What follows belongs to an exercise in optimizing a design on an open flow for small area, a short achievable clock period and few clock cycles; a production flow would make more cautious choices.
RTL that was checked went through simulation tests only; none was proved equivalent to the original.
No functional check of the RTL was part of runs 2 to 6.
In every run shown here, the design's own scripts or RTL, not TritonCTS, make the clock network.
The clock port is modelled as an ideal driver, which makes a skipped or thinned clock tree look cheaper than it is; a real chip needs a root buffer or a tree.
Power and IR drop assume default switching activity.

--- design/flow/flow/run.sh ---
#!/bin/bash
# Layout flow: the standard ORFS flow (standard.sh), with these changes:
#  - synthesis does not extract full/half adder cells (ADDER_MAP_FILE empty),
#    so ABC maps all of the arithmetic itself;
#  - the port buffers are sky130_fd_sc_hd__buf_1 cells;
#  - the clock tree is one level: the clock port drives four clkbuf_16 cells,
#    one per quarter of the flip-flops. flow/cts.tcl (made by gen/make_cts.py
#    from ORFS's scripts/cts.tcl) replaces ORFS's cts.tcl in a copy of the
#    scripts folder; clock_tree_synthesis is replaced by that buffering.
# make's output goes to make_finish.log; each ORFS step writes its own log
# under orfs/logs/.
set -euo pipefail
rm -rf scripts_mod
cp -r "$FLOW_HOME/scripts" scripts_mod
cp flow/cts.tcl scripts_mod/cts.tcl
bash standard.sh ADDER_MAP_FILE= \
  "BUFFER_PORTS_ARGS=-buffer_cell sky130_fd_sc_hd__buf_1" \
  "SCRIPTS_DIR=$PWD/scripts_mod" \
  finish > make_finish.log 2>&1
--- design/flow/flow/cts.tcl ---
utl::set_metrics_stage "cts__{}"
source $::env(SCRIPTS_DIR)/load.tcl
source $::env(SCRIPTS_DIR)/lec_check.tcl
erase_non_stage_variables cts
load_design 3_place.odb 3_place.sdc
source_step_tcl PRE CTS

# Clone clock tree inverters next to register loads
# so cts does not try to buffer the inverted clocks.
repair_clock_inverters

proc save_progress { stage } {
  puts "Run 'make gui_$stage.odb' to load progress snapshot"
  orfs_write_db $::env(RESULTS_DIR)/$stage.odb
  orfs_write_sdc $::env(RESULTS_DIR)/$stage.sdc
}


# Clock tree: the clock port drives NBUF clkbuf_16 cells, each of which
# drives the flip-flops of one region of the core (a balanced one-level tree).
proc manual_clock_tree { nbuf } {
  set db [ord::get_db]
  set block [ord::get_db_block]
  set master [$db findMaster sky130_fd_sc_hd__clkbuf_16]
  set clk_net [$block findNet clk]
  set sinks {}
  foreach it [$clk_net getITerms] {
    if { [[$it getMTerm] getSigType] == "CLOCK" || [[$it getMTerm] getName] == "CLK" } {
      set inst [$it getInst]
      set bb [$inst getBBox]
      lappend sinks [list $it [expr {([$bb xMin] + [$bb xMax]) / 2}] [expr {([$bb yMin] + [$bb yMax]) / 2}]]
    }
  }
  puts "manual_clock_tree: [llength $sinks] sinks, $nbuf buffers"
  # split into two halves by x, then each half into nbuf/2 groups by y
  set sinks [lsort -integer -index 1 $sinks]
  set n [llength $sinks]
  set half [expr {($n + 1) / 2}]
  set groups {}
  set per [expr {$nbuf / 2}]
  foreach part [list [lrange $sinks 0 [expr {$half - 1}]] [lrange $sinks $half end]] {
    set part [lsort -integer -index 2 $part]
    set m [llength $part]
    for {set k 0} {$k < $per} {incr k} {
      set lo [expr {($m * $k) / $per}]
      set hi [expr {($m * ($k + 1)) / $per - 1}]
      lappend groups [lrange $part $lo $hi]
    }
  }
  set k 0
  foreach grp $groups {
    set sx 0
    set sy 0
    foreach s $grp {
      set sx [expr {$sx + [lindex $s 1]}]
      set sy [expr {$sy + [lindex $s 2]}]
    }
    set cnt [llength $grp]
    set inst [odb::dbInst_create $block $master "clkbuf_m_$k"]
    set net [odb::dbNet_create $block "clk_m_$k"]
    $net setSigType CLOCK
    [$inst findITerm A] connect $clk_net
    [$inst findITerm X] connect $net
    foreach s $grp {
      set it [lindex $s 0]
      $it disconnect
      $it connect $net
    }
    $inst setLocation [expr {$sx / $cnt}] [expr {$sy / $cnt}]
    $inst setPlacementStatus PLACED
    puts "manual_clock_tree: clkbuf_m_$k drives $cnt sinks"
    incr k
  }
  set_propagated_clock [all_clocks]
}

# Run CTS
set cts_args [list \
  -sink_clustering_enable \
  -repair_clock_nets]

append_env_var cts_args CTS_BUF_DISTANCE -distance_between_buffers 1
append_env_var cts_args CTS_CLUSTER_SIZE -sink_clustering_size 1
append_env_var cts_args CTS_CLUSTER_DIAMETER -sink_clustering_max_diameter 1
append_env_var cts_args CTS_BUF_LIST -buf_list 1
append_env_var cts_args CTS_LIB_NAME -library 1


if { [env_var_exists_and_non_empty CTS_ARGS] } {
  set cts_args $::env(CTS_ARGS)
}

set_dont_use $::env(DONT_USE_CELLS)

manual_clock_tree 4

utl::push_metrics_stage "cts__{}__pre_repair_timing"
log_cmd estimate_parasitics -placement
if { $::env(DETAILED_METRICS) } {
  report_metrics 4 "cts pre-repair-timing"
}
utl::pop_metrics_stage

set_placement_padding -global \
  -left $::env(CELL_PAD_IN_SITES_DETAIL_PLACEMENT) \
  -right $::env(CELL_PAD_IN_SITES_DETAIL_PLACEMENT)

set result [catch { detailed_placement } msg]
if { $result != 0 } {
  save_progress 4_1_error
  error "Detailed placement failed in CTS: $msg"
}

log_cmd estimate_parasitics -placement

if { $::env(CTS_SNAPSHOTS) } {
  save_progress 4_1_pre_repair_hold_setup
}

if { !$::env(SKIP_CTS_REPAIR_TIMING) } {
  if { $::env(EQUIVALENCE_CHECK) } {
    write_eqy_verilog 4_before_rsz.v
  }
  if { $::env(LEC_CHECK) } {
    write_lec_verilog 4_before_rsz_lec.v
  }

  repair_timing_helper

  if { $::env(EQUIVALENCE_CHECK) } {
    run_equivalence_test
  }
  if { $::env(LEC_CHECK) } {
    write_lec_verilog 4_after_rsz_lec.v
    run_lec_test 4_rsz 4_before_rsz_lec.v 4_after_rsz_lec.v
  }

  set result [catch { detailed_placement } msg]
  if { $result != 0 } {
    save_progress 4_1_error
    error "Detailed placement failed in CTS: $msg"
  }

  check_placement -verbose
}

report_metrics 4 "cts final"

source_step_tcl POST CTS

orfs_write_db $::env(RESULTS_DIR)/4_1_cts.odb
orfs_write_sdc $::env(RESULTS_DIR)/4_cts.sdc
--- design/flow/standard.sh ---
#!/bin/bash
# synth_recipe.tcl (not shown) runs the flow's synth.tcl, then flattens the netlist and writes it again
# the make line also repeats each setting of config.mk as NAME=value (left out here)
make -C /OpenROAD-flow-scripts/flow DESIGN_CONFIG=/design/flow/config.mk WORK_HOME=/design/flow/orfs CLKGATE_MAP_FILE= SYNTH_SCRIPT=/design/flow/synth_recipe.tcl "${@:-finish}"
--- design/flow/config.mk ---
export PLATFORM = sky130hd
export DESIGN_NAME = ELA
export DESIGN_NICKNAME = ELA
export VERILOG_FILES = /design/flow/design.v
export SDC_FILE = /design/flow/constraint.sdc
export NUM_CORES = 8
export LEC_CHECK = 0
export CAP_MARGIN = 20
export CORE_MARGIN = 2
export CORE_UTILIZATION = 60
export SETUP_SLACK_MARGIN = 4.85
export SLEW_MARGIN = 20
export SYNTH_HIERARCHICAL = 1
--- design/flow/constraint.sdc ---
create_clock -name core_clock -period 7.0 [get_ports {clk}]
set_input_delay 1.4000 -clock core_clock [delete_from_list [all_inputs] [get_ports {clk}]]
set_output_delay 1.4000 -clock core_clock [all_outputs]
set_load 0.01 [all_outputs]
--- design/flow/design.v ---
`timescale 1ns/10ps
module ELA(clk, rst, in_data, data_rd, req, wen, addr, data_wr, done);
	input				clk;
	input				rst;
	input		[7:0]	in_data;
	input		[7:0]	data_rd;
	output				req;
	output	reg			wen;
	output	reg	[9:0]	addr;
	output	reg	[7:0]	data_wr;	 
	output				done;
	reg			interp, fin;
	reg			reqn;		 
	reg			s_rb, s_w;	 
	reg	[7:0]	x;	 
	reg	[7:0]	y;	 
	reg	[7:0]	pp;	 
	reg	[7:0]	q;	 
	reg	[7:0]	r;	 
	reg	[7:0]	dreg, areg;	 
	reg	[7:0]	m;			 
	wire s_rt = ~s_rb & ~s_w;
	assign req  = ~reqn;
	assign done = fin;
	wire [8:0] ix = {addr[9:6], addr[4:0]};
	wire [8:0] kst = {s_rb, s_rb, s_rb, s_rt & interp, s_rb, s_rb, s_rb,
			s_rb | s_w, s_w | ~interp & wen};
	function [8:0] add9;
		input [8:0] u, v;
		integer j; reg c;
		begin
			c = 1'b0;
			for (j = 0; j < 9; j = j + 1) begin
				add9[j] = u[j] ^ v[j] ^ c;
				c = (u[j] & v[j]) | (c & (u[j] ^ v[j]));
			end
		end
	endfunction
	wire [8:0] i_next = add9(ix, kst);
	wire [7:0] d_xy, a_xy;
	ELA_absd u_absd(.x(x), .y(y), .d(d_xy));
	ELA_avg u_avg(.x(x), .y(y), .a(a_xy));
	always @(posedge clk) begin
		dreg <= d_xy;
		areg <= a_xy;
	end
	wire edge_col = (ix[4:0] == 5'd1) || (ix[4:0] == 5'd2);
	wire le;
	ELA_le8 u_le(.v(dreg), .u(m), .le(le));
	wire take = s_w | le | (s_rb & edge_col);
	always @(posedge clk) begin
		if (take)
			m <= dreg;
		if (!interp)
			data_wr <= in_data;
		else if (take)
			data_wr <= areg;
	end
	always @(posedge clk or posedge rst) begin
		if (rst) begin
			interp <= 1'b0;
			reqn <= 1'b0;
			fin <= 1'b0;
			s_rb <= 1'b0;
			s_w <= 1'b0;
			wen <= 1'b0;
		end else if (fin) begin
			wen <= 1'b0;
		end else begin
			if (!interp) begin
				wen <= ~(wen & (&ix));
				if (wen & (&ix)) begin
					interp <= 1'b1;
					reqn <= 1'b1;
				end
			end else begin
				s_rb <= s_rt;
				s_w <= s_rb;
				wen <= s_rb & (ix[8:1] != 8'd16);
				if (s_rb && ix == 9'd1)
					fin <= 1'b1;
			end
		end
	end
	always @(posedge clk)
		addr <= (interp | wen) ? {i_next[8:5], interp & s_rb, i_next[4:0]} : 10'd0;
	always @(posedge clk) begin
		if (s_rt) begin
			x <= y; y <= data_rd; r <= x;
		end else if (s_rb) begin
			x <= r; y <= data_rd; r <= pp; pp <= y;
		end else begin
			x <= r; y <= q; q <= y; r <= pp;
		end
	end
endmodule
module ELA_le8(v, u, le);
	input	[7:0]	v, u;
	output			le;
	wire [7:0] g = v & ~u;
	wire [7:0] e = ~(v ^ u);
	wire g10 = g[1] | e[1] & g[0], e10 = e[1] & e[0];
	wire g32 = g[3] | e[3] & g[2], e32 = e[3] & e[2];
	wire g54 = g[5] | e[5] & g[4], e54 = e[5] & e[4];
	wire g76 = g[7] | e[7] & g[6], e76 = e[7] & e[6];
	wire g30 = g32 | e32 & g10;
	wire g74 = g76 | e76 & g54, e74 = e76 & e54;
	assign le = ~(g74 | e74 & g30);
endmodule
module ELA_absd(x, y, d);
	input	[7:0]	x, y;
	output	reg	[7:0]	d;
	reg [7:0] g, e, G1, E1, G2, E2, G3, E3, bo, bo2;
	integer i;
	always @(*) begin
		g = x & ~y;
		e = ~(x ^ y);
		for (i = 0; i < 8; i = i + 1)
			if (i % 2 == 1) begin G1[i] = g[i] | e[i] & g[i-1]; E1[i] = e[i] & e[i-1]; end
			else begin G1[i] = g[i]; E1[i] = e[i]; end
		for (i = 0; i < 8; i = i + 1)
			if (i % 4 >= 2) begin G2[i] = G1[i] | E1[i] & G1[(i/4)*4+1]; E2[i] = E1[i] & E1[(i/4)*4+1]; end
			else begin G2[i] = G1[i]; E2[i] = E1[i]; end
		for (i = 0; i < 8; i = i + 1)
			if (i >= 4) begin G3[i] = G2[i] | E2[i] & G2[3]; E3[i] = E2[i] & E2[3]; end
			else begin G3[i] = G2[i]; E3[i] = E2[i]; end
		bo  = {~(G3[6:0] | E3[6:0]), 1'b0};
		bo2 = {G3[6:0], 1'b0};
		d = G3[7] ? (~e ^ bo) : (~e ^ bo2);
	end
endmodule
module ELA_avg(x, y, a);
	input	[7:0]	x, y;
	output	reg	[7:0]	a;
	reg [7:0] g, p, G1, P1, G2, P2, G3, P3;
	integer i;
	always @(*) begin
		g = x & y; p = x ^ y;
		for (i = 0; i < 8; i = i + 1)
			if (i % 2 == 1) begin G1[i] = g[i] | p[i] & g[i-1]; P1[i] = p[i] & p[i-1]; end
			else begin G1[i] = g[i]; P1[i] = p[i]; end
		for (i = 0; i < 8; i = i + 1)
			if (i % 4 >= 2) begin G2[i] = G1[i] | P1[i] & G1[(i/4)*4+1]; P2[i] = P1[i] & P1[(i/4)*4+1]; end
			else begin G2[i] = G1[i]; P2[i] = P1[i]; end
		for (i = 0; i < 8; i = i + 1)
			if (i >= 4) begin G3[i] = G2[i] | P2[i] & G2[3]; P3[i] = P2[i] & P2[3]; end
			else begin G3[i] = G2[i]; P3[i] = P2[i]; end
		a = {G3[7], p[7:1] ^ G3[6:0]};
	end
endmodule
==> results of run 1 <==
logic make-up (layout without fill, tap and decap cells):
| family | count (synthesis) | in the layout | synth area share |
|---|---|---|---|
| and+or+nand+nor | 89 | 89 | 0.1242 |
| DFF | 88 | 88 | 0.5191 |
| AOI/OAI and AO/OA | 67 | 67 | 0.1248 |
| muxes | 38 | 38 | 0.1036 |
| xor gates and xnor gates | 33 | 33 | 0.07288 |
| buffers and inverters | 28 | 67 | 0.03659 |
| adders and majority gates | 7 | 7 | 0.01876 |
through the flow:
stage / power (µW) / hold slack (ps) / worst slack, ps / cell area [µm²] / utilization
after floorplan: 760.4 / 400.5 / 5066 / 4069 / -
after global placement: 792.1 / 409.6 / 4812 / 4230 / 0.6331
after detailed placement: 797.7 / 417.4 / 4795 / 4230 / 0.6331
after CTS: 1019 / 437.8 / 4818 / 4372 / 0.6543
after global routing: 1060 / 443.8 / 4843 / 4441 / 0.6646
final: 1007 / 435.7 / 4896 / 4441 / 0.6646
modules after synthesis, one instance, submodules excluded:
module	copies in the design	cell area (µm²)
ELA	1	3141
ELA_absd	1	525.5
ELA_avg	1	251.5
ELA_le8	1	151.4
placed cells by master (no fill, tap or decap), types with 7 or more instances in the layout:
| master | instances |
|---|---|
| sky130_fd_sc_hd__dfxtp_2 | 10 |
| sky130_fd_sc_hd__dfxtp_1 | 36 |
| sky130_fd_sc_hd__xnor2_1 | 21 |
| sky130_fd_sc_hd__inv_1 | 18 |
| sky130_fd_sc_hd__nor2_1 | 19 |
| sky130_fd_sc_hd__edfxtp_1 | 32 |
| sky130_fd_sc_hd__nor2b_1 | 8 |
| sky130_fd_sc_hd__a21oi_1 | 13 |
| sky130_fd_sc_hd__buf_1 | 35 |
| sky130_fd_sc_hd__nand2b_1 | 9 |
| sky130_fd_sc_hd__xor2_1 | 11 |
| sky130_fd_sc_hd__o21ai_0 | 8 |
| sky130_fd_sc_hd__mux2_2 | 33 |
| sky130_fd_sc_hd__buf_4 | 7 |
| sky130_fd_sc_hd__nand2_1 | 15 |
cell type report:
type	count	area (µm²)
timing repair buffer	45	198.9
tap	80	100.1
multi-input combinational	234	1831
inverter	18	67.56
sequential	88	2143
fill	556	2241
buffer	4	100.1
flip-flops by register name, indices dropped and copies added, names as in the netlist, 8 cells and up:
signal and flops:
pp 8, addr 10, r 8, areg 8, y 8, dreg 8
x 8, data_wr 8, q 8, m 8
synth_stat cells (3+ instances only):
master,number
sky130_fd_sc_hd__a211oi_1,3
sky130_fd_sc_hd__or2_2,3
sky130_fd_sc_hd__o21bai_1,3
sky130_fd_sc_hd__xnor2_1,21
sky130_fd_sc_hd__maj3_2,5
sky130_fd_sc_hd__inv_1,18
sky130_fd_sc_hd__and2_1,3
sky130_fd_sc_hd__nand2_1,15
sky130_fd_sc_hd__nor4_1,4
sky130_fd_sc_hd__xor2_1,11
sky130_fd_sc_hd__nor3_1,4
sky130_fd_sc_hd__nor2_1,19
sky130_fd_sc_hd__a21oi_1,13
sky130_fd_sc_hd__dfxtp_1,50
sky130_fd_sc_hd__mux2_2,33
sky130_fd_sc_hd__mux2i_1,5
sky130_fd_sc_hd__nand3_1,5
sky130_fd_sc_hd__a31oi_1,5
sky130_fd_sc_hd__buf_6,5
sky130_fd_sc_hd__edfxtp_1,32
sky130_fd_sc_hd__o21ai_0,9
sky130_fd_sc_hd__nor2b_1,8
sky130_fd_sc_hd__nand2b_1,9
sky130_fd_sc_hd__dfrtp_1,6
final timing paths:
path                         start    endpoint  slack [ps]  cells past startpoint
setup / recovery              reqn         req        4900                      2
hold / removal             dreg[0]        m[0]         440                      0
setup reg to reg              m[7]  data_wr[0]        4980                      6
hold reg to reg            dreg[0]        m[0]         440                      0
max in group asynchronous      rst      interp        5690                      2
min in group asynchronous      rst         s_w        1110                      2
per-layer routing:
metal,track usage,up-vias,routed length [µm]
met4,0.01989,0,87
met2,0.3077,32,3259
li1,-,1339,-
met3,0.01048,7,148
met5,0,-,0
met1,0.2655,1251,3246
worst register-to-register path: stages (launching register included):
cell                       delay (ps)
sky130_fd_sc_hd__edfxtp_1         410
sky130_fd_sc_hd__xor2_1           180
sky130_fd_sc_hd__a211oi_1         320
sky130_fd_sc_hd__a21o_1           170
sky130_fd_sc_hd__a21oi_2           40
sky130_fd_sc_hd__a31oi_1          240
sky130_fd_sc_hd__nand2_1          320
power by group:
group | switching (µW) | total (µW) | leakage, µW | internal, µW
Combinational | 79.8 | 155 | 0.000836 | 75.3
Clock | 120 | 224 | 0.0000493 | 104
Sequential | 34.1 | 628 | 0.000807 | 594
Total | 234 | 1010 | 0.00169 | 774
timing repair:
item                       in CTS  in global routing
gates resized for setup        13                 17
setup endpoints to repair      20                 12
buffers inserted                3                  4
hold buffers                    0                  0
==> notes.md, run 1 <==
- Final hold viol count: 0
- Worst slew margin relative to its limit: 0.4816
- Total of buffers placed on input and output ports: 38
- Final count of negative-setup-slack endpoints: 0
- Placeable core region: 0.006681 mm²
- Max Clock Skew: 13.54 ps
- Clock slew at reported path FFs: 90 ps
- Initial antenna violation count: 0
- Type of origin of the critical path: flop
- Status: no timing/DRC/antenna violations
- Routability congestion estimate from global placement: 0.7956
- Initial cell density of the core: 0.6090
- Portion of the post-synthesis area used by sequential elements: 0.5191
- Share of cells above drive strength 1: 0.2442
- Iteration-0 DRC count of the detailed router: 119
- Worst path cell trace: inv_1, buf_2
- I/O pin count: 39
- Critical path endpoint category: output pin
- Post-route antenna net violation count: 0
- Total nets after synthesis: 368
- RSZ-0062 raised after global routing: true
- Overflow left after global routing: 0
- Area enclosed by the die boundary: 0.007456 mm²
- Max-slew violation count: 0
- Data required time at the worst endpoint: 5600 ps
- Synthesis Warnings: 9
- Power Density: 226.9 mW/mm²
- Delay of the slowest cell on the worst path: 370 ps
- Antenna Diode Count: 0
- Worst-path cell with the longest stage delay: sky130_fd_sc_hd__dfrtp_1
- Number of detailed-route iterations in the first pass: 4
- Count of maximum capacitance violations: 0
- Setup TNS after final layout: 0 ps
- Primary FF master, synth: sky130_fd_sc_hd__dfxtp_1
- Min Clock Period, post-route: 2104 ps
- Post-route fraction of the period consumed by the critical path: 0.3006
- Standard-cell rows: 30
- Number of global-route vias before repair: 2380
- Vertical die dimension: 86.35 µm
- Critical-path maximum fanout: 2
- Mean post-synth cell area: 11.63 µm²
- Clock latency on the worst-skew pair: 160 ps
- Area contributors post-synth: sky130_fd_sc_hd__dfxtp_1 (25%), sky130_fd_sc_hd__edfxtp_1 (24%), sky130_fd_sc_hd__mux2_2 (9.1%)
- Synthesized cell area: 0.004069 mm²
- Final instance count without filler cells: 469
- Placed wire-length estimate: 4.887 mm
- Average routed wire per standard cell: 14.37 µm
- Number of DRC violations after detailed routing: 0
- Number of unique standard cell types used by synthesis: 69
- Pin count of the biggest net entering global routing: 26
- Inst Count DP: 458
- Slew of the pin with the lowest slew margin: 776.7 ps
- Average via count per standard cell: 5.606
- Vias: 2629
- Class of the most critical hold timing path: reg -> reg
- Cell taking the most area after synthesis: sky130_fd_sc_hd__dfxtp_1
- Type of the setup path with the least slack: reg -> out
- Static power due to leakage: 0.001692 µW
- Chip Width: 86.35 µm
- Post-synthesis cell count: 350
- Aggregate routed wire length: 6.741 mm
- Arr. time, crit path: 700 ps
- Area added between synthesis and finish: 9.133%
- Nets: 409
- Cell family with the largest share of critical-path delay: flip-flops
- Wire length of the first global-routing pass: 11.16 mm
- EDFF count, synth: 32
- Fraction of registers with async set or reset after synthesis: 0.06818
- Area fraction of the dominant cell type after synthesis: 0.2460
- Overall global routing resource usage: 0.1807
- Worst Path Buf+Inv: 2
- #FFs+latches synth: 88
- Worst vdd rail ir drop: 0.1658 mV
- Highest clock frequency the design can meet: 475.3 MHz
Testbench counts, summed over its fixed seeds: cycles 62,688.
==> run 2: changes to the inputs <==
--- a/design/flow/design.v
+++ b/design/flow/design.v
@@ -49,7 +49,7 @@
 	ELA_le8 u_le(.v(dreg), .u(m), .le(le));
 	wire take = s_w | le | (s_rb & edge_col);
 	always @(posedge clk) begin
-		if (take)
+		if (s_w | ~s_rb & le)	 
 			m <= dreg;
 		if (!interp)
 			data_wr <= in_data;
@@ -77,7 +77,7 @@
 				s_rb <= s_rt;
 				s_w <= s_rb;
 				wen <= s_rb & (ix[8:1] != 8'd16);
-				if (s_rb && ix == 9'd1)
+				if (s_rb && ix[8:5] == 4'd0 && ix[0])
 					fin <= 1'b1;
 			end
 		end
==> notes.md, run 2 <==
- Status: no timing/DRC/antenna violations
- Power Density: 225.0 mW/mm² (-0.84%)
- Total of buffers placed on input and output ports: 38 (unchanged)
- Overflow left after global routing: 0 (unchanged)
- Hold-fix buffers, CTS: 0 (unchanged)
- Average via count per standard cell: 5.679 (+1.3%)
- Worst path cell trace: buf_1
- Placed wire-length estimate: 5.197 mm (+6.3%)
- Critical-path maximum fanout: 7 (+5)
- Initial antenna violation count: 0 (unchanged)
- Number of DRC violations after detailed routing: 0 (unchanged)
- Hold slack: 436.4 ps (+0.6880 ps)
- Post-route antenna net violation count: 0 (unchanged)
- Post-route fraction of the period consumed by the critical path: 0.3024 (+0.001846)
- Average routed wire per standard cell: 15.68 µm (+9.1%)
- Final count of negative-setup-slack endpoints: 0 (unchanged)
- Area contributors post-synth: sky130_fd_sc_hd__dfxtp_1 (24%), sky130_fd_sc_hd__edfxtp_1 (23%), sky130_fd_sc_hd__mux2_2 (9.1%)
- Number of global-route vias before repair: 2457 (+3.2%)
- Slew of the pin with the lowest slew margin: 896.8 ps (+120.1 ps)
- Type of the setup path with the least slack: reg -> out
- Standard-cell rows: 30 (unchanged)
- Synthesized cell area: 0.004091 mm² (+0.55%)
- Portion of the post-synthesis area used by sequential elements: 0.5162 (-0.002857)
- RSZ-0062 raised after global routing: true
- Pin count of the biggest net entering global routing: 29 (+12%)
- Most numerous cell in the Yosys netlist: sky130_fd_sc_hd__dfxtp_1
- Vertical die dimension: 86.58 µm (+0.26%)
- Initial cell density of the core: 0.6124 (+0.003371)
- Number of unique standard cell types used by synthesis: 68 (-1.4%)
- Data required time at the worst endpoint: 5600 ps (about the same)
- Static power due to leakage: 0.001679 µW (-0.81%)
- Fraction of registers with async set or reset after synthesis: 0.06818 (unchanged)
- Max Clock Skew: 12.00 ps (-1.537 ps)
- Count of maximum capacitance violations: 0 (unchanged)
- Aggregate routed wire length: 7.383 mm (+9.5%)
- Number of detailed-route iterations in the first pass: 4 (unchanged)
- Max-slew violation count: 0 (unchanged)
- Final hold viol count: 0 (unchanged)
- Wire length of the first global-routing pass: 12.07 mm (+8.1%)
- Setup TNS after final layout: 0 ps (unchanged)
- Internal Pwr Total: 773.0 µW (about the same)
- Clock slew at reported path FFs: 90 ps (about the same)
- Switch Pwr: 231.9 µW (-0.79%)
- Filler Cells Inserted: 543 (-2.3%)
- Class of the most critical hold timing path: reg -> reg
- Min Clock Period, post-route: 2117 ps (+12.92 ps)
- Synthesis Warnings: 9 (unchanged)
- Iteration-0 DRC count of the detailed router: 105 (-12%)
- Cell taking the most area after synthesis: sky130_fd_sc_hd__dfxtp_1
- Area added between synthesis and finish: 9.174% (about the same)
- Post-synthesis cell count: 353 (+0.86%)
- Switching share of total power: 0.2308 (-0.001252)
- Clock latency on the worst-skew pair: 150 ps (about the same)
- Most flop-heavy register: addr
- Mean post-synth cell area: 11.59 µm² (-0.30%)
- Max reg flops: 10 (unchanged)
- Worst vdd rail ir drop: 0.1596 mV (-3.7%)
- Share of cells above drive strength 1: 0.2379 (-0.006364)
- EDFF count, synth: 32 (unchanged)
- Arr. time, crit path: 720 ps (+20 ps)
- Chip Width: 86.58 µm (+0.26%)
- Type of origin of the critical path: flop
- Worst Path Buf+Inv: 1 (-1)
- Antenna Diode Count: 0 (unchanged)
- Overall global routing resource usage: 0.1964 (+0.01564)
- Nets: 411 (+0.49%)
- Area fraction of the dominant cell type after synthesis: 0.2446 (-0.001354)
- Clock Power Share: 0.220 (-0.002)
- Most common cell after layout, fill and taps aside: sky130_fd_sc_hd__dfxtp_1
- I/O pin count: 39 (unchanged)
- Worst-path cell with the longest stage delay: sky130_fd_sc_hd__dfxtp_2
- Highest clock frequency the design can meet: 472.3 MHz (-0.61%)
- #FFs+latches synth: 88 (unchanged)
- Area enclosed by the die boundary: 0.007495 mm² (+0.52%)
- Worst slew margin relative to its limit: 0.4021 (-0.07950)
- Sequential cell fraction of total power: 0.627 (+0.003)
- Primary FF master, synth: sky130_fd_sc_hd__dfxtp_1
- Critical path endpoint category: output pin
- Routability congestion estimate from global placement: 0.8569 (+7.7%)
- Cell family with the largest share of critical-path delay: flip-flops
- Total nets after synthesis: 371 (+0.82%)
- Delay of the slowest cell on the worst path: 390 ps (+20 ps)
- Combinational share of power: 0.153 (about the same)
- Vias: 2675 (+1.7%)
- Leading post-synthesis cells by instance count: sky130_fd_sc_hd__dfxtp_1 (50), sky130_fd_sc_hd__mux2_2 (33), sky130_fd_sc_hd__edfxtp_1 (32)
- Commonest cells after routing, fill and taps aside: sky130_fd_sc_hd__dfxtp_1 (35), sky130_fd_sc_hd__buf_1 (34), sky130_fd_sc_hd__mux2_2 (33)
- Placeable core region: 0.006681 mm² (unchanged)
[run 2: final timing paths]
| kind | from | to | slack, ps | cells past startpoint |
|---|---|---|---|---|
| worst max-delay path | addr[6] | addr[6] | 4880 | 1 |
| worst min-delay path | dreg[0] | m[0] | 440 | 0 |
| worst max register to register | y[3] | areg[7] | 4940 | 5 |
| worst min register to register | dreg[0] | m[0] | 440 | 0 |
| max in group asynchronous | rst | s_rb | 5690 | 2 |
| min in group asynchronous | rst | reqn | 1110 | 2 |
[run 2: kinds of logic after synthesis]
group                      synth area share
buffers and inverters               0.03394
adders and majority gates           0.01865
and+or+nand+nor                      0.1275
DFF                                  0.5162
xor gates and xnor gates            0.07248
muxes                               0.09817
AOI/OAI and AO/OA                    0.1330
[run 2: metal layers]
metal | up-vias | track usage | part of all wire | routed length [µm]
met1 | 1276 | 0.2974 | 0.50 | 3666
met2 | 43 | 0.3231 | 0.46 | 3433
met3 | 8 | 0.009524 | 0.022 | 165
li1 | 1348 | - | - | -
met4 | 0 | 0.02699 | 0.016 | 117
met5 | - | 0 | 0 | 0
[run 2: modules after synthesis (local to each module, per instance)]
module    cells inside  flip-flops and latches  copies in the design  cell area [µm²]
ELA_le8             20                       0                     1            151.4
ELA_avg             32                       0                     1            251.5
ELA                226                      88                     1             3163
ELA_absd            75                       0                     1            525.5
[run 2: area by class of cell]
type | count | area, µm² | share of cell area
inverters | 19 | 71.32 | 0.01597
plain buffers | 4 | 100.1 | 0.02241
flip-flops and latches | 88 | 2150 | 0.4812
repair buffers | 44 | 198.9 | 0.04454
multi-input cells | 236 | 1847 | 0.4134
well taps | 80 | 100.1 | 0.02241
[run 2: power groups by stage]
stage          logic (µW)  registers, µW  clock network [µW]
2_1_floorplan         127            633                   0
3_3_place_gp          152            643                   0
3_5_place_dp          154            644                   0
4_1_cts               155            632                 231
5_1_grt               169            637                 243
6_report              153            630                 221
[run 2: per-stage QoR]
step | power, µW | cell area, µm² | utilization | worst slack [ps] | cells
floorplan | 760.2 | 4091 | - | 5066 | 353
global placement | 794.8 | 4274 | 0.6397 | 4764 | 462
detailed placement | 798.6 | 4274 | 0.6397 | 4692 | 462
CTS | 1018 | 4424 | 0.6622 | 4752 | 469
global route | 1049 | 4467 | 0.6685 | 4832 | 471
finish | 1005 | 4467 | 0.6685 | 4883 | 471
[run 2: what timing repair did]
item,4_1_cts,5_1_grt
endpoints found under the setup margin,28,14
cloned,0,0
setup buffers,3,2
hold endpoints to repair,0,0
gates resized for setup,17,15
==> run 3: changes to the inputs <==
--- a/design/flow/config.mk
+++ b/design/flow/config.mk
@@ -8,6 +8,6 @@
 export CAP_MARGIN = 20
 export CORE_MARGIN = 2
 export CORE_UTILIZATION = 60
-export SETUP_SLACK_MARGIN = 4.85
+export SETUP_SLACK_MARGIN = 4.9
 export SLEW_MARGIN = 20
 export SYNTH_HIERARCHICAL = 1
==> notes.md, run 3 <==
- Worst setup margin: 4900 ps (+17.30 ps)
- Synthesized cell area: 0.004091 mm² (unchanged)
- Area added between synthesis and finish: 11.22%
- Area contributors post-synth: sky130_fd_sc_hd__dfxtp_1 (24%), sky130_fd_sc_hd__edfxtp_1 (23%), sky130_fd_sc_hd__mux2_2 (9.1%)
- Share of the core filled with cells: 0.6811 (+0.01255)
- Post-route fraction of the period consumed by the critical path: 0.3000 (-0.002471)
- Worst-path cell with the longest stage delay: sky130_fd_sc_hd__dfrtp_2
- Synthesis Warnings: 9 (unchanged)
- Post-synthesis cell count: 353 (unchanged)
- R2r setup slk: 4990 ps (+50 ps)
- EDFF count, synth: 32 (unchanged)
- Class of the most critical hold timing path: reg -> reg
- Nets: 417 (+1.5%)
- Setup TNS after final layout: 0 ps (unchanged)
- Worst vdd rail ir drop: 0.1594 mV (-0.17%)
- Status: no timing/DRC/antenna violations
- Average via count per standard cell: 5.633 (-0.81%)
- Hold-fix buffers, CTS: 0 (unchanged)
- Iteration-0 DRC count of the detailed router: 98 (-6.7%)
- Pwr Total: 1006 µW (+0.16%)
- Pin count of the biggest net entering global routing: 29 (unchanged)
- Worst Path Buf+Inv: 1 (unchanged)
- Primary FF master, synth: sky130_fd_sc_hd__dfxtp_1
- Vias: 2687 (+0.45%)
- Overall global routing resource usage: 0.1964 (unchanged)
- Number of global-route vias before repair: 2459 (+0.081%)
- Placed wire-length estimate: 5.197 mm (unchanged)
- Static power due to leakage: 0.001729 µW (+3.0%)
- Vertical die dimension: 86.58 µm (unchanged)
- Worst slew margin relative to its limit: 0.4526 (+0.05051)
- Cell family with the largest share of critical-path delay: flip-flops
- I/O pin count: 39 (unchanged)
- Share of cells above drive strength 1: 0.2796 (+0.04175)
- Critical-path maximum fanout: 2 (-5)
- Post-route antenna net violation count: 0 (unchanged)
- Commonest cells after routing, fill and taps aside: sky130_fd_sc_hd__mux2_2 (33), sky130_fd_sc_hd__dfxtp_1 (32), sky130_fd_sc_hd__edfxtp_1 (32)
- RSZ-0062 raised after global routing: true
- Type of origin of the critical path: flop
- Instance area at placement: 0.004274 mm² (unchanged)
- Antenna Diode Count: 0 (unchanged)
- Initial antenna violation count: 0 (unchanged)
- Chip Width: 86.58 µm (unchanged)
- Most common cell after layout, fill and taps aside: sky130_fd_sc_hd__mux2_2
- Delay of the slowest cell on the worst path: 420 ps (+30 ps)
- Placeable core region: 0.006681 mm² (unchanged)
- Wire length of the first global-routing pass: 12.05 mm (-0.12%)
- Number of DRC violations after detailed routing: 0 (unchanged)
- Total nets after synthesis: 371 (unchanged)
- Highest clock frequency the design can meet: 476.2 MHz (+0.82%)
- Max reg flops: 10 (unchanged)
- Max-slew violation count: 0 (unchanged)
- Power Density: 221.2 mW/mm² (-1.7%)
- Total of buffers placed on input and output ports: 38 (unchanged)
- Data required time at the worst endpoint: 5600 ps (about the same)
- Most numerous cell in the Yosys netlist: sky130_fd_sc_hd__dfxtp_1
- Min Clock Period, post-route: 2100 ps (-17.30 ps)
- Worst path cell trace: clkbuf_2
- Average routed wire per standard cell: 15.57 µm (-0.64%)
- #FFs+latches synth: 88 (unchanged)
- Filler Cells Inserted: 531 (-2.2%)
- Arr. time, crit path: 700 ps (-20 ps)
- Final hold viol count: 0 (unchanged)
- Post-route cell area: 0.004551 mm² (+1.9%)
- Cell taking the most area after synthesis: sky130_fd_sc_hd__dfxtp_1
- Overflow left after global routing: 0 (unchanged)
- Most flop-heavy register: addr
- Final count of negative-setup-slack endpoints: 0 (unchanged)
- Count of maximum capacitance violations: 0 (unchanged)
- Initial cell density of the core: 0.6124 (unchanged)
- Clock latency on the worst-skew pair: 150 ps (about the same)
- Area enclosed by the die boundary: 0.007495 mm² (unchanged)
- Clock slew at reported path FFs: 90 ps (about the same)
- Aggregate routed wire length: 7.429 mm (+0.62%)
- Type of the setup path with the least slack: reg -> out
- Area fraction of the dominant cell type after synthesis: 0.2446 (unchanged)
- Portion of the post-synthesis area used by sequential elements: 0.5162 (unchanged)
- Routability congestion estimate from global placement: 0.8569 (unchanged)
- Standard-cell rows: 30 (unchanged)
- Number of detailed-route iterations in the first pass: 4 (unchanged)
- Leading post-synthesis cells by instance count: sky130_fd_sc_hd__dfxtp_1 (50), sky130_fd_sc_hd__mux2_2 (33), sky130_fd_sc_hd__edfxtp_1 (32)
- Fraction of registers with async set or reset after synthesis: 0.06818 (unchanged)
- Mean post-synth cell area: 11.59 µm² (unchanged)
- Number of unique standard cell types used by synthesis: 68 (unchanged)
- Max Clock Skew: 11.65 ps (-0.3583 ps)
- Slew of the pin with the lowest slew margin: 820.2 ps (-76.64 ps)
- Critical path endpoint category: output pin
- Post-Place Setup Slack: 4692 ps (unchanged)
==> run 3: final cells by class <==
type                       count  area (µm²)  area share
buffer                         4       100.1     0.02200
inverter                      19       71.32     0.01567
multi-input combinational    236        1863      0.4094
sequential                    88        2165      0.4757
tap                           80       100.1     0.02200
timing repair buffer          50       251.5     0.05527
==> run 3: cell families (layout without fill, tap and decap cells) <==
group / Yosys count / count (layout) / share of synthesized area
XOR/XNOR: 33 / 33 / 0.07248
multiplexers: 36 / 36 / 0.09817
flip-flops: 88 / 88 / 0.5162
adder cells (fa/ha/maj): 7 / 7 / 0.01865
AND/OR/NAND/NOR: 89 / 89 / 0.1275
buffers and inverters: 29 / 73 / 0.03394
AO/OA/AOI/OAI: 71 / 71 / 0.1330
==> run 3: per-module statistics from Yosys, one instance, submodules excluded <==
module	cells	area, µm²	flip-flops and latches
ELA_avg	32	251.5	0
ELA_le8	20	151.4	0
ELA	226	3163	88
ELA_absd	75	525.5	0
==> run 3: worst paths after layout <==
kind | startpoint | end | cells past startpoint
worst max-delay path | fin | done | 1
worst min-delay path | dreg[0] | m[0] | 0
worst max register to register | x[3] | areg[7] | 5
worst min register to register | dreg[0] | m[0] | 0
max in group asynchronous | rst | s_rb | 2
min in group asynchronous | rst | reqn | 2
==> run 3: stage by stage <==
step | cells | hold slack [ps]
4_1_cts | 471 | 438.8
6_report | 477 | 436.6
5_1_grt | 477 | 465.5
3_5_place_dp | 462 | 418.9
2_1_floorplan | 353 | 400.5
3_3_place_gp | 462 | 413.3
==> run 3: where the power goes <==
| part | total, µW | internal, µW | switching [µW] | leakage (µW) |
|---|---|---|---|---|
| combinational | 155 | 76.1 | 78.5 | 0.000874 |
| sequential | 630 | 593 | 36.9 | 0.000806 |
| clock | 222 | 104 | 118 | 0.0000493 |
==> run 3: metal layers <==
layer	track usage	up-vias	routed length (µm)
met5	0	-	0
met4	0.02699	0	117
met3	0.009524	8	227
met2	0.3224	48	3453
met1	0.2981	1270	3630
li1	-	1361	-
==> run 3: timing repair <==
| item | 4_1_cts | 5_1_grt |
|---|---|---|
| setup buffers | 5 | 6 |
| gates resized for setup | 28 | 21 |
| setup endpoints to repair | 45 | 28 |
==> run 4: changes to the inputs <==
--- a/design/flow/config.mk
+++ b/design/flow/config.mk
@@ -7,7 +7,7 @@
 export LEC_CHECK = 0
 export CAP_MARGIN = 20
 export CORE_MARGIN = 2
-export CORE_UTILIZATION = 60
-export SETUP_SLACK_MARGIN = 4.9
+export CORE_UTILIZATION = 40
+export SETUP_SLACK_MARGIN = 4.85
 export SLEW_MARGIN = 20
 export SYNTH_HIERARCHICAL = 1
==> notes.md, run 4 <==
- Status: no timing/DRC/antenna violations
- Global routing usage on met3: 0.008110 (-0.001414)
- Number of unique standard cell types used by synthesis: 68 (unchanged)
- Min Clock Period, post-route: 2128 ps (+27.91 ps)
- Area enclosed by the die boundary: 0.01105 mm² (+47%)
- Critical path endpoint category: output pin
- Overflow left after global routing: 0 (unchanged)
- Post-synthesis cell count: 353 (unchanged)
- Nets: 410 (-1.7%)
- Final hold viol count: 0 (unchanged)
- Area fraction of the dominant cell type after synthesis: 0.2446 (unchanged)
- Type of the setup path with the least slack: reg -> out
- Synthesis Warnings: 9 (unchanged)
- Worst vdd rail ir drop: 0.1563 mV (-1.9%)
- Portion of the post-synthesis area used by sequential elements: 0.5162 (unchanged)
- Placed wire-length estimate: 5.625 mm (+8.2%)
- Most common cell after layout, fill and taps aside: sky130_fd_sc_hd__buf_1
- Highest-utilization routing layer at the global route stage: met2
- Wire length of the first global-routing pass: 12.86 mm (+6.7%)
- Placeable core region: 0.009864 mm² (+48%)
- Share of cells above drive strength 1: 0.2410 (-0.03857)
- Vertical die dimension: 105.1 µm (+21%)
- Post-route antenna net violation count: 0 (unchanged)
- Power Density: 223.5 mW/mm² (+1.1%)
- Critical-path maximum fanout: 2 (unchanged)
- Standard-cell rows: 36 (+20%)
- Aggregate routed wire length: 7.822 mm (+5.3%)
- FF/Latch Area: 0.002152 mm² (-0.58%)
- Overall global routing resource usage: 0.1391 (-0.05726)
- Number of DRC violations after detailed routing: 0 (unchanged)
- Antenna Diode Count: 0 (unchanged)
- Total nets after synthesis: 371 (unchanged)
- Most flop-heavy register: addr
- Max-slew violation count: 0 (unchanged)
- Cell taking the most area after synthesis: sky130_fd_sc_hd__dfxtp_1
- Final count of negative-setup-slack endpoints: 0 (unchanged)
- Average via count per standard cell: 5.210 (-7.5%)
- Clock slew at reported path FFs: 90 ps (about the same)
- Max Clock Skew: 14.51 ps (+2.869 ps)
- Number of global-route vias before repair: 2531 (+2.9%)
- Leading post-synthesis cells by instance count: sky130_fd_sc_hd__dfxtp_1 (50), sky130_fd_sc_hd__mux2_2 (33), sky130_fd_sc_hd__edfxtp_1 (32)
- Arr. time, crit path: 730 ps (+30 ps)
- Met2 usage in global routing: 0.2338 (-0.08861)
- Type of origin of the critical path: flop
- Area contributors post-synth: sky130_fd_sc_hd__dfxtp_1 (24%), sky130_fd_sc_hd__edfxtp_1 (23%), sky130_fd_sc_hd__mux2_2 (9.1%)
- Synthesized cell area: 0.004091 mm² (unchanged)
- Post-route fraction of the period consumed by the critical path: 0.3040 (+0.003987)
- Class of the most critical hold timing path: reg -> reg
- Primary FF master, synth: sky130_fd_sc_hd__dfxtp_1
- Max reg flops: 10 (unchanged)
- Data required time at the worst endpoint: 5600 ps (about the same)
- Number of detailed-route iterations in the first pass: 4 (unchanged)
- Fraction of registers with async set or reset after synthesis: 0.06818 (unchanged)
- Vias: 2725 (+1.4%)
- Hold slack: 435.1 ps (-1.521 ps)
- Clock latency on the worst-skew pair: 160 ps (about the same)
- Count of maximum capacitance violations: 0 (unchanged)
- Routability congestion estimate from global placement: 0.8270 (-3.5%)
- GR Layer Usage met1: 0.2046 (-0.09351)
- Initial antenna violation count: 0 (unchanged)
- Filler Cells Inserted: 918 (+73%)
- RSZ-0062 raised after global routing: true
- Slew of the pin with the lowest slew margin: 874.8 ps (+54.64 ps)
- Pin count of the biggest net entering global routing: 29 (unchanged)
- Multi-input logic area: 0.001841 mm² (-1.2%)
- Static power due to leakage: 0.001668 µW (-3.6%)
- Highest clock frequency the design can meet: 470.0 MHz (-1.3%)
- Chip Width: 105.1 µm (+21%)
- Setup TNS after final layout: 0 ps (unchanged)
- Average routed wire per standard cell: 14.96 µm (-4.0%)
- #FFs+latches synth: 88 (unchanged)
- EDFF count, synth: 32 (unchanged)
- Most numerous cell in the Yosys netlist: sky130_fd_sc_hd__dfxtp_1
- Worst slew margin relative to its limit: 0.4162 (-0.03646)
- Depth of the worst register-to-register path: 7 (+2)
- Total of buffers placed on input and output ports: 38 (unchanged)
- Area added between synthesis and finish: 10.49%
- I/O pin count: 39 (unchanged)
- Iteration-0 DRC count of the detailed router: 198 (+100%)
- Mean post-synth cell area: 11.59 µm² (unchanged)
- Commonest cells after routing, fill and taps aside: sky130_fd_sc_hd__buf_1 (35), sky130_fd_sc_hd__mux2_2 (33), sky130_fd_sc_hd__dfxtp_1 (32), sky130_fd_sc_hd__edfxtp_1 (32), sky130_fd_sc_hd__nor2_1 (21)
- Worst hold stages: 0 (unchanged)
- Initial cell density of the core: 0.4148 (-0.1976)
-- run 4: cell types whose count changed in the layout (fill, tap and decap cells not counted), sizes merged --
cell | before | now
buf | 46 | 41
clkbuf | 8 | 6
-- run 4: worst paths after layout --
check / start / slack [ps] / end
max: reqn / 4870 / req
min: dreg[0] / 440 / m[0]
max reg2reg: y[0] / 4940 / dreg[6]
min reg2reg: dreg[0] / 440 / m[0]
max in group asynchronous: rst / 5690 / wen
min in group asynchronous: rst / 1110 / s_w
-- run 4: critical path, cell delays in order, from the launching register on --
cell	delay (ps)
sky130_fd_sc_hd__dfrtp_1	380
sky130_fd_sc_hd__inv_2	80
sky130_fd_sc_hd__buf_6	100
-- run 4: routing by layer --
layer / vias up / routed length, µm
met5: - / 0
met4: 0 / 104
met3: 10 / 239
met2: 48 / 3683
met1: 1315 / 3794
li1: 1352 / -
-- run 4: what timing repair did --
item,4_1_cts,5_1_grt
setup buffers,3,1
gates resized for setup,19,14
pin swaps,0,0
hold buffers,0,0
setup endpoints to repair,28,15
-- run 4: power breakdown --
group          leakage, µW  switching [µW]  internal [µW]
clock network    0.0000493             126            104
logic             0.000813            75.7           75.4
registers         0.000805            35.3            594
total              0.00167             237            774
-- run 4: through the flow --
stage	power, µW	setup slack (ps)	cells	area [µm²]	utilization
detailed placement	795.9	4718	515	4340	0.4400
global route	1065	4808	523	4521	0.4583
global placement	791.3	4752	515	4340	0.4400
finish	1010	4872	523	4521	0.4583
CTS	1022	4747	522	4491	0.4552
floorplan	760.2	5066	353	4091	-
-- run 4: kinds of logic after synthesis --
group	count (synthesis)	share of synthesized area
AOI/OAI and AO/OA	71	0.1330
xor gates and xnor gates	33	0.07248
adders and majority gates	7	0.01865
buffers and inverters	29	0.03394
DFF	88	0.5162
muxes	36	0.09817
and+or+nand+nor	89	0.1275
-- run 4: area by class of cell --
| class | instances | share of cell area |
|---|---|---|
| Timing Repair Buffer | 43 | 0.04207 |
| Buffer | 4 | 0.02214 |
| Inverter | 19 | 0.01578 |
| Multi-Input combinational cell | 236 | 0.4071 |
| Tap cell | 133 | 0.03681 |
| Sequential cell | 88 | 0.4761 |
-- run 4: Yosys stat by module (local to each module, per instance) --
| module | copies in the design | cell area, µm² | flip-flops and latches |
|---|---|---|---|
| ELA | 1 | 3163 | 88 |
| ELA_absd | 1 | 525.5 | 0 |
| ELA_avg | 1 | 251.5 | 0 |
| ELA_le8 | 1 | 151.4 | 0 |
==> run 5: changes to the inputs <==
--- a/design/flow/design.v
+++ b/design/flow/design.v
@@ -49,7 +49,7 @@
 	ELA_le8 u_le(.v(dreg), .u(m), .le(le));
 	wire take = s_w | le | (s_rb & edge_col);
 	always @(posedge clk) begin
-		if (s_w | ~s_rb & le)	 
+		if (take)
 			m <= dreg;
 		if (!interp)
 			data_wr <= in_data;
@@ -77,7 +77,7 @@
 				s_rb <= s_rt;
 				s_w <= s_rb;
 				wen <= s_rb & (ix[8:1] != 8'd16);
-				if (s_rb && ix[8:5] == 4'd0 && ix[0])
+				if (s_rb && ix == 9'd1)
 					fin <= 1'b1;
 			end
 		end
@@ -116,13 +116,13 @@
 		g = x & ~y;
 		e = ~(x ^ y);
 		for (i = 0; i < 8; i = i + 1)
-			if (i % 2 == 1) begin G1[i] = g[i] | e[i] & g[i-1]; E1[i] = e[i] & e[i-1]; end
+			if (i >= 1) begin G1[i] = g[i] | e[i] & g[i-1]; E1[i] = e[i] & e[i-1]; end
 			else begin G1[i] = g[i]; E1[i] = e[i]; end
 		for (i = 0; i < 8; i = i + 1)
-			if (i % 4 >= 2) begin G2[i] = G1[i] | E1[i] & G1[(i/4)*4+1]; E2[i] = E1[i] & E1[(i/4)*4+1]; end
+			if (i >= 2) begin G2[i] = G1[i] | E1[i] & G1[i-2]; E2[i] = E1[i] & E1[i-2]; end
 			else begin G2[i] = G1[i]; E2[i] = E1[i]; end
 		for (i = 0; i < 8; i = i + 1)
-			if (i >= 4) begin G3[i] = G2[i] | E2[i] & G2[3]; E3[i] = E2[i] & E2[3]; end
+			if (i >= 4) begin G3[i] = G2[i] | E2[i] & G2[i-4]; E3[i] = E2[i] & E2[i-4]; end
 			else begin G3[i] = G2[i]; E3[i] = E2[i]; end
 		bo  = {~(G3[6:0] | E3[6:0]), 1'b0};
 		bo2 = {G3[6:0], 1'b0};
--- a/design/flow/config.mk
+++ b/design/flow/config.mk
@@ -7,7 +7,7 @@
 export LEC_CHECK = 0
 export CAP_MARGIN = 20
 export CORE_MARGIN = 2
-export CORE_UTILIZATION = 40
+export CORE_UTILIZATION = 60
 export SETUP_SLACK_MARGIN = 4.85
 export SLEW_MARGIN = 20
 export SYNTH_HIERARCHICAL = 1
==> notes.md, run 5 <==
- Area contributors post-synth: sky130_fd_sc_hd__dfxtp_1 (24%), sky130_fd_sc_hd__edfxtp_1 (23%), sky130_fd_sc_hd__mux2_2 (9.1%)
- Worst path cell trace: buf_1
- Fraction of registers with async set or reset after synthesis: 0.06818 (unchanged)
- Number of DRC violations after detailed routing: 0 (unchanged)
- Overall global routing resource usage: 0.1834 (+0.04429)
- Setup TNS after final layout: 0 ps (unchanged)
- Antenna Diode Count: 0 (unchanged)
- Inst Count DP: 461 (-10%)
- Area enclosed by the die boundary: 0.007515 mm² (-32%)
- I/O pin count: 39 (unchanged)
- Chip Width: 86.69 µm (-18%)
- Depth of the worst register-to-register path: 6 (-1)
- Final hold viol count: 0 (unchanged)
- Arr. time, crit path: 710 ps (-20 ps)
- Mean post-synth cell area: 11.66 µm² (+0.56%)
- Power Density: 225.7 mW/mm² (+0.96%)
- Cell taking the most area after synthesis: sky130_fd_sc_hd__dfxtp_1
- Number of detailed-route iterations in the first pass: 4 (unchanged)
- Placed wire-length estimate: 5.057 mm (-10%)
- Synthesis Warnings: 9 (unchanged)
- Initial antenna violation count: 0 (unchanged)
- Average via count per standard cell: 5.647 (+8.4%)
- Share of cells above drive strength 1: 0.2494 (+0.008338)
- Number of unique standard cell types used by synthesis: 71 (+4.4%)
- Worst slew margin relative to its limit: 0.4357 (+0.01953)
- Slew of the pin with the lowest slew margin: 845.6 ps (-29.26 ps)
- Type of the setup path with the least slack: reg -> out
- Status: no timing/DRC/antenna violations
- Worst vdd rail ir drop: 0.2075 mV (+33%)
- Highest clock frequency the design can meet: 474.3 MHz (+0.91%)
- Final count of negative-setup-slack endpoints: 0 (unchanged)
- Vias: 2671 (-2.0%)
- Worst Path Buf+Inv: 1 (-1)
- Total of buffers placed on input and output ports: 38 (unchanged)
- Max-slew violation count: 0 (unchanged)
- Post-route fraction of the period consumed by the critical path: 0.3012 (-0.002733)
- RSZ-0062 raised after global routing: true
- Filler Cells Inserted: 531 (-42%)
- Vertical die dimension: 86.69 µm (-18%)
- Static power due to leakage: 0.001718 µW (+3.0%)
- Routability congestion estimate from global placement: 0.8619 (+4.2%)
- Min Clock Period, post-route: 2109 ps (-19.13 ps)
- Data required time at the worst endpoint: 5600 ps (about the same)
- Max Clock Skew: 14.25 ps (-0.2668 ps)
- Max reg flops: 10 (unchanged)
- Capturing instance or port of the critical path: addr[2]
- Count of maximum capacitance violations: 0 (unchanged)
- Critical-path maximum fanout: 7 (+5)
- Overflow left after global routing: 0 (unchanged)
- FF/Latch Area: 0.002138 mm² (-0.64%)
- Most numerous cell in the Yosys netlist: sky130_fd_sc_hd__dfxtp_1
- Worst-path cell with the longest stage delay: sky130_fd_sc_hd__dfxtp_2
- Worst flop-to-flop path startpoint: m[7]
- Placeable core region: 0.006719 mm² (-32%)
- Aggregate routed wire length: 6.998 mm (-11%)
- Critical path endpoint category: output pin
- Most common cell after layout, fill and taps aside: sky130_fd_sc_hd__dfxtp_1
- Hold-fix buffers, CTS: 0 (unchanged)
- Area fraction of the dominant cell type after synthesis: 0.2440 (-0.0006715)
- Standard-cell rows: 30 (-17%)
- R2r setup slk: 4970 ps (+30 ps)
- Clock slew at reported path FFs: 80 ps (about the same)
- Commonest cells after routing, fill and taps aside: sky130_fd_sc_hd__dfxtp_1 (38), sky130_fd_sc_hd__buf_1 (36), sky130_fd_sc_hd__mux2_2 (33)
- Initial cell density of the core: 0.6106 (+0.1959)
- EDFF count, synth: 32 (unchanged)
- Multi-input logic area: 0.001856 mm² (+0.82%)
- Primary FF master, synth: sky130_fd_sc_hd__dfxtp_1
- Iteration-0 DRC count of the detailed router: 129 (-35%)
- Leading post-synthesis cells by instance count: sky130_fd_sc_hd__dfxtp_1 (50), sky130_fd_sc_hd__mux2_2 (33), sky130_fd_sc_hd__edfxtp_1 (32)
- Post-route antenna net violation count: 0 (unchanged)
- Cell family with the largest share of critical-path delay: flip-flops
- #FFs+latches synth: 88 (unchanged)
- Synthesized cell area: 0.004103 mm² (+0.28%)
- Clock latency on the worst-skew pair: 160 ps (about the same)
- Wire length of the first global-routing pass: 11.41 mm (-11%)
- Post-route cell area: 0.004477 mm² (-0.97%)
- Nets: 413 (+0.73%)
- Type of origin of the critical path: flop
- Average routed wire per standard cell: 14.79 µm (-1.1%)
- Share of the core filled with cells: 0.6663 (+0.2080)
- Post-synthesis cell count: 352 (-0.28%)
- Reg-to-Reg End: data_wr[4]
- Delay of the slowest cell on the worst path: 400 ps (+20 ps)
- Area added between synthesis and finish: 9.119%
- Total nets after synthesis: 370 (-0.27%)
- Final instance count without filler cells: 473 (-9.6%)
- Most flop-heavy register: addr
- Class of the most critical hold timing path: reg -> reg
- Instance area at placement: 0.004275 mm² (-1.5%)
- CP startpoint: addr[2]
- Crit path depth: 1 (-1)
- Pin count of the biggest net entering global routing: 26 (-10%)
- Portion of the post-synthesis area used by sequential elements: 0.5148 (-0.001417)
- Number of global-route vias before repair: 2431 (-4.0%)
[run 5: cell types whose count changed in the layout (fill, tap and decap cells not counted), moves of 4 or more]
cell / change
sky130_fd_sc_hd__and2b_2: +5
sky130_fd_sc_hd__dfxtp_1: +6
sky130_fd_sc_hd__dfxtp_2: -4
sky130_fd_sc_hd__nand3_1: -4
sky130_fd_sc_hd__o21ai_1: -4
[run 5: where the power goes]
group | leakage [µW] | total (µW) | internal [µW] | switching [µW]
clock network | 0.0000493 | 221 | 104 | 117
registers | 0.000807 | 627 | 593 | 33.7
logic | 0.000862 | 162 | 78.8 | 83.3
[run 5: logic make-up (layout without fill, tap and decap cells)]
kind of cell / count (synthesis) / after routing / synth area share
xor gates and xnor gates: 34 / 34 / 0.07441
and+or+nand+nor: 90 / 90 / 0.1247
buffers and inverters: 28 / 69 / 0.03446
adders and majority gates: 10 / 10 / 0.02623
muxes: 39 / 39 / 0.1052
DFF: 88 / 88 / 0.5148
AOI/OAI and AO/OA: 63 / 63 / 0.1202
[run 5: how the worst min path moves through the flow]
| stage | startpoint | end | slack [ps] | depth (start not counted) |
|---|---|---|---|---|
| global route | dreg[0] | m[0] | 440 | 0 |
| floorplan | dreg[0] | m[0] | 400 | 0 |
| global placement | dreg[4] | m[4] | 410 | 0 |
| finish | dreg[0] | m[0] | 430 | 0 |
| detailed placement | dreg[5] | m[5] | 410 | 0 |
| CTS | dreg[5] | m[5] | 430 | 0 |
[run 5: per-layer routing]
layer,global-route usage,wire length (µm),up-vias,part of all wire
met3,0.007619,175,7,0.025
met2,0.3252,3527,44,0.50
met1,0.2620,3225,1273,0.46
met4,0.01563,70,0,0.010
li1,-,-,1347,-
met5,0,0,-,0
[run 5: through the flow]
step	power [µW]	hold WS, ps	setup WS (ps)
after floorplan	759.6	400.5	5097
after global placement	792.2	412.5	4813
after detailed placement	798.6	413.6	4782
after CTS	1016	434.0	4829
after global routing	1057	440.4	4813
final	1010	430.2	4891
[run 5: Yosys stat by module, one instance, submodules excluded]
module	cells	flops+latches	cell area [µm²]	copies in the design
ELA_le8	20	0	151.4	1
ELA	223	88	3141	1
ELA_absd	77	0	559.3	1
ELA_avg	32	0	251.5	1
[run 5: repair_timing]
action / CTS / global route
setup buffers: 3 / 5
gates resized for setup: 12 / 13
hold endpoints to repair: 0 / 0
endpoints found under the setup margin: 26 / 31
pin swaps: 0 / 1
gates cloned: 0 / 0
[run 5: area by class of cell]
type                            count  share of cell area
Tap cell                           80             0.02236
Timing Repair Buffer               46             0.04723
Inverter                           19             0.01593
Multi-Input combinational cell    236              0.4145
Sequential cell                    88              0.4776
Buffer                              4             0.02236
==> run 6: changes to the inputs <==
--- a/design/flow/config.mk
+++ b/design/flow/config.mk
@@ -8,6 +8,6 @@
 export CAP_MARGIN = 20
 export CORE_MARGIN = 2
 export CORE_UTILIZATION = 60
-export SETUP_SLACK_MARGIN = 4.85
+export SETUP_SLACK_MARGIN = 4.9
 export SLEW_MARGIN = 20
 export SYNTH_HIERARCHICAL = 1
==> notes.md, run 6 <==
- Status: no timing/DRC/antenna violations
- Synthesized cell area: 0.004103 mm² (unchanged)
- Mean post-synth cell area: 11.66 µm² (unchanged)
- Critical path endpoint category: output pin
- Type of origin of the critical path: flop
- Worst hold stages: 0 (unchanged)
- Power Density: 223.2 mW/mm² (-1.1%)
- Class of the most critical hold timing path: reg -> reg
- Static power due to leakage: 0.001772 µW (+3.1%)
- Max-slew violation count: 0 (unchanged)
- Pin count of the biggest net entering global routing: 26 (unchanged)
- Wire length of the first global-routing pass: 11.42 mm (+0.12%)
- Number of detailed-route iterations in the first pass: 4 (unchanged)
- Most flop-heavy register: addr
- Number of unique standard cell types used by synthesis: 71 (unchanged)
- Vertical die dimension: 86.69 µm (unchanged)
- Placed wire-length estimate: 5.057 mm (unchanged)
- Synthesis Warnings: 9 (unchanged)
- Number of DRC violations after detailed routing: 0 (unchanged)
- Most common cell after layout, fill and taps aside: sky130_fd_sc_hd__dfxtp_1
- Average routed wire per standard cell: 14.90 µm (+0.68%)
- Depth of the worst register-to-register path: 6 (unchanged)
- Worst vdd rail ir drop: 0.2094 mV (+0.91%)
- Area fraction of the dominant cell type after synthesis: 0.2440 (unchanged)
- EDFF count, synth: 32 (unchanged)
- R2r setup slk: 5010 ps (+40 ps)
- Total of buffers placed on input and output ports: 38 (unchanged)
- Area added between synthesis and finish: 10.70%
- Most numerous cell in the Yosys netlist: sky130_fd_sc_hd__dfxtp_1
- Placeable core region: 0.006719 mm² (unchanged)
- Arr. time, crit path: 710 ps (about the same)
- Nets: 417 (+0.97%)
- End of the worst hold path: m[0]
- Clock slew at reported path FFs: 90 ps (about the same)
- Post-Place Setup Slack: 4782 ps (unchanged)
- I/O pin count: 39 (unchanged)
- Worst min-delay path startpoint: dreg[0]
- #FFs+latches synth: 88 (unchanged)
- Clock latency on the worst-skew pair: 160 ps (about the same)
- Average via count per standard cell: 5.602 (-0.80%)
- Worst setup margin: 4894 ps (+2.980 ps)
- Area contributors post-synth: sky130_fd_sc_hd__dfxtp_1 (24%), sky130_fd_sc_hd__edfxtp_1 (23%), sky130_fd_sc_hd__mux2_2 (9.1%)
- Routability congestion estimate from global placement: 0.8619 (unchanged)
- Primary FF master, synth: sky130_fd_sc_hd__dfxtp_1
- RSZ-0062 raised after global routing: true
- Max Clock Skew: 13.01 ps (-1.241 ps)
- Iteration-0 DRC count of the detailed router: 100 (-22%)
- Cell taking the most area after synthesis: sky130_fd_sc_hd__dfxtp_1
- Post-synthesis cell count: 352 (unchanged)
- Overflow left after global routing: 0 (unchanged)
- Total nets after synthesis: 370 (unchanged)
- Setup TNS after final layout: 0 ps (unchanged)
- Antenna Diode Count: 0 (unchanged)
- Worst slew margin relative to its limit: 0.4368 (+0.001102)
- Commonest cells after routing, fill and taps aside: sky130_fd_sc_hd__dfxtp_1 (37), sky130_fd_sc_hd__mux2_2 (33), sky130_fd_sc_hd__edfxtp_1 (32)
- Highest clock frequency the design can meet: 474.9 MHz (+0.14%)
- Overall global routing resource usage: 0.1836 (+0.0002027)
- Number of global-route vias before repair: 2433 (+0.082%)
- Initial antenna violation count: 0 (unchanged)
- Critical-path maximum fanout: 2 (-5)
- Final hold viol count: 0 (unchanged)
- Initial cell density of the core: 0.6106 (unchanged)
- Type of the setup path with the least slack: reg -> out
- Chip Width: 86.69 µm (unchanged)
- Portion of the post-synthesis area used by sequential elements: 0.5148 (unchanged)
- Count of maximum capacitance violations: 0 (unchanged)
- Leading post-synthesis cells by instance count: sky130_fd_sc_hd__dfxtp_1 (50), sky130_fd_sc_hd__mux2_2 (33), sky130_fd_sc_hd__edfxtp_1 (32)
- Reg-to-Reg End: dreg[3]
- Data required time at the worst endpoint: 5600 ps (about the same)
- Post-route antenna net violation count: 0 (unchanged)
- Aggregate routed wire length: 7.105 mm (+1.5%)
- Max reg flops: 10 (unchanged)
- Vias: 2672 (+0.037%)
- Area enclosed by the die boundary: 0.007515 mm² (unchanged)
- Final count of negative-setup-slack endpoints: 0 (unchanged)
- Fraction of registers with async set or reset after synthesis: 0.06818 (unchanged)
- Min Clock Period, post-route: 2106 ps (-2.980 ps)
- Standard-cell rows: 30 (unchanged)
- Worst flop-to-flop path startpoint: y[4]
- Post-route fraction of the period consumed by the critical path: 0.3008 (-0.0004257)
- Share of cells above drive strength 1: 0.2897 (+0.04031)
- Slew of the pin with the lowest slew margin: 843.9 ps (-1.650 ps)
run 6: report_power, final:
part	internal [µW]	switching, µW
clock network	104	119
logic	80.7	85.0
registers	592	33.9
total	776	237
run 6: cell families (layout without fill, tap and decap cells):
logic type	after synthesis	in the layout	synth area share
buf+inv	28	73	0.03446
xor+xnor	34	34	0.07441
flops	88	88	0.5148
mux	39	39	0.1052
fa+ha+maj	10	10	0.02623
simple gates	90	90	0.1247
compound gates	63	63	0.1202
run 6: final cells by class:
class / instances / area [µm²]
well taps: 80 / 100.1
fillers: 529 / 2177
inverters: 19 / 71.32
flip-flops and latches: 88 / 2150
multi-input cells: 236 / 1867
repair buffers: 50 / 254.0
plain buffers: 4 / 100.1
run 6: per-module statistics from Yosys, one instance, submodules excluded:
module,cells,flip-flops and latches
ELA_le8,20,0
ELA,223,88
ELA_absd,77,0
ELA_avg,32,0
run 6: metrics by stage:
| stage | power [µW] | util | instance area [µm²] | instances | hold slack, ps |
|---|---|---|---|---|---|
| floorplan | 759.6 | - | 4103 | 352 | 400.5 |
| detailed placement | 798.6 | 0.6363 | 4275 | 461 | 413.6 |
| finish | 1014 | 0.6760 | 4542 | 477 | 430.1 |
| CTS | 1015 | 0.6605 | 4438 | 469 | 434.0 |
| global placement | 792.2 | 0.6363 | 4275 | 461 | 412.5 |
| global route | 1059 | 0.6760 | 4542 | 477 | 440.5 |
run 6: repair_timing:
| item | 4_1_cts | 5_1_grt |
|---|---|---|
| gates resized for setup | 22 | 20 |
| hold buffers | 0 | 0 |
| endpoints found under the setup margin | 33 | 39 |
| setup buffers | 4 | 8 |
| pin swaps | 0 | 1 |
run 6: routing by layer:
metal  global-route usage  wire, µm  vias to the layer above  part of all wire
met5                    0         0                        -                 0
met4              0.01563        67                        0            0.0094
met3             0.007619       170                        5             0.024
met2               0.3252      3551                       45              0.50
met1               0.2626      3316                     1276              0.47
li1                     -         -                     1346                 -
run 6: critical path, stage by stage (launching register included):
cell                      delay, ps
sky130_fd_sc_hd__dfrtp_1        390
sky130_fd_sc_hd__inv_2           60
sky130_fd_sc_hd__buf_6           90
run 6: worst max-delay path by stage:
stage | to | start | cells past startpoint
CTS | addr[0] | addr[0] | 1
finish | req | reqn | 2
floorplan | dreg[3] | x[4] | 6
global route | req | reqn | 2
detailed placement | q[6] | s_rb | 3
global placement | addr[0] | addr[0] | 1

-- port drivers added, routing unchanged --
How much do the figures lean on ideal ports? The routed layouts below were timed once more, with nothing changed but the port constraints. Step 1 (the two cells are an assumption about what drives the block):
set clk [get_ports {clk}]
set_driving_cell -lib_cell sky130_fd_sc_hd__clkbuf_16 $clk
set_driving_cell -lib_cell sky130_fd_sc_hd__buf_2 [delete_from_list [all_inputs] $clk]
Step 2 adds t to the input delays and takes it off the output delays; t is the mean of the earliest and latest rising clock arrival at the registers after step 1. Input paths then give back, and output paths get back, about the clock's delay inside the block. Slacks: ideal ports / drivers / drivers and shift; pairs: ideal ports / drivers.
| run | t, ns | setup slack, ns | worst hold slack (ns) | latest minus earliest clock arrival (ns) | worst data-port slew with drivers (ns) |
|---|---|---|---|---|---|
| run 1 | 0.224 | 4.896 / 4.821 / 4.981 | 0.436 / 0.436 / 0.436 | 0.013 / 0.013 | 0.03 |
| run 2 | 0.225 | 4.883 / 4.805 / 4.941 | 0.436 / 0.436 / 0.436 | 0.014 / 0.014 | 0.03 |
| run 3 | 0.225 | 4.900 / 4.822 / 4.995 | 0.437 / 0.437 / 0.437 | 0.014 / 0.014 | 0.03 |
| run 4 | 0.227 | 4.872 / 4.797 / 4.943 | 0.435 / 0.435 / 0.435 | 0.015 / 0.015 | 0.05 |
| run 5 | 0.220 | 4.891 / 4.820 / 4.965 | 0.430 / 0.430 / 0.430 | 0.015 / 0.015 | 0.03 |
| run 6 | 0.221 | 4.894 / 4.822 / 4.999 | 0.430 / 0.430 / 0.430 | 0.014 / 0.014 | 0.03 |
After both steps every run listed still meets setup and hold.
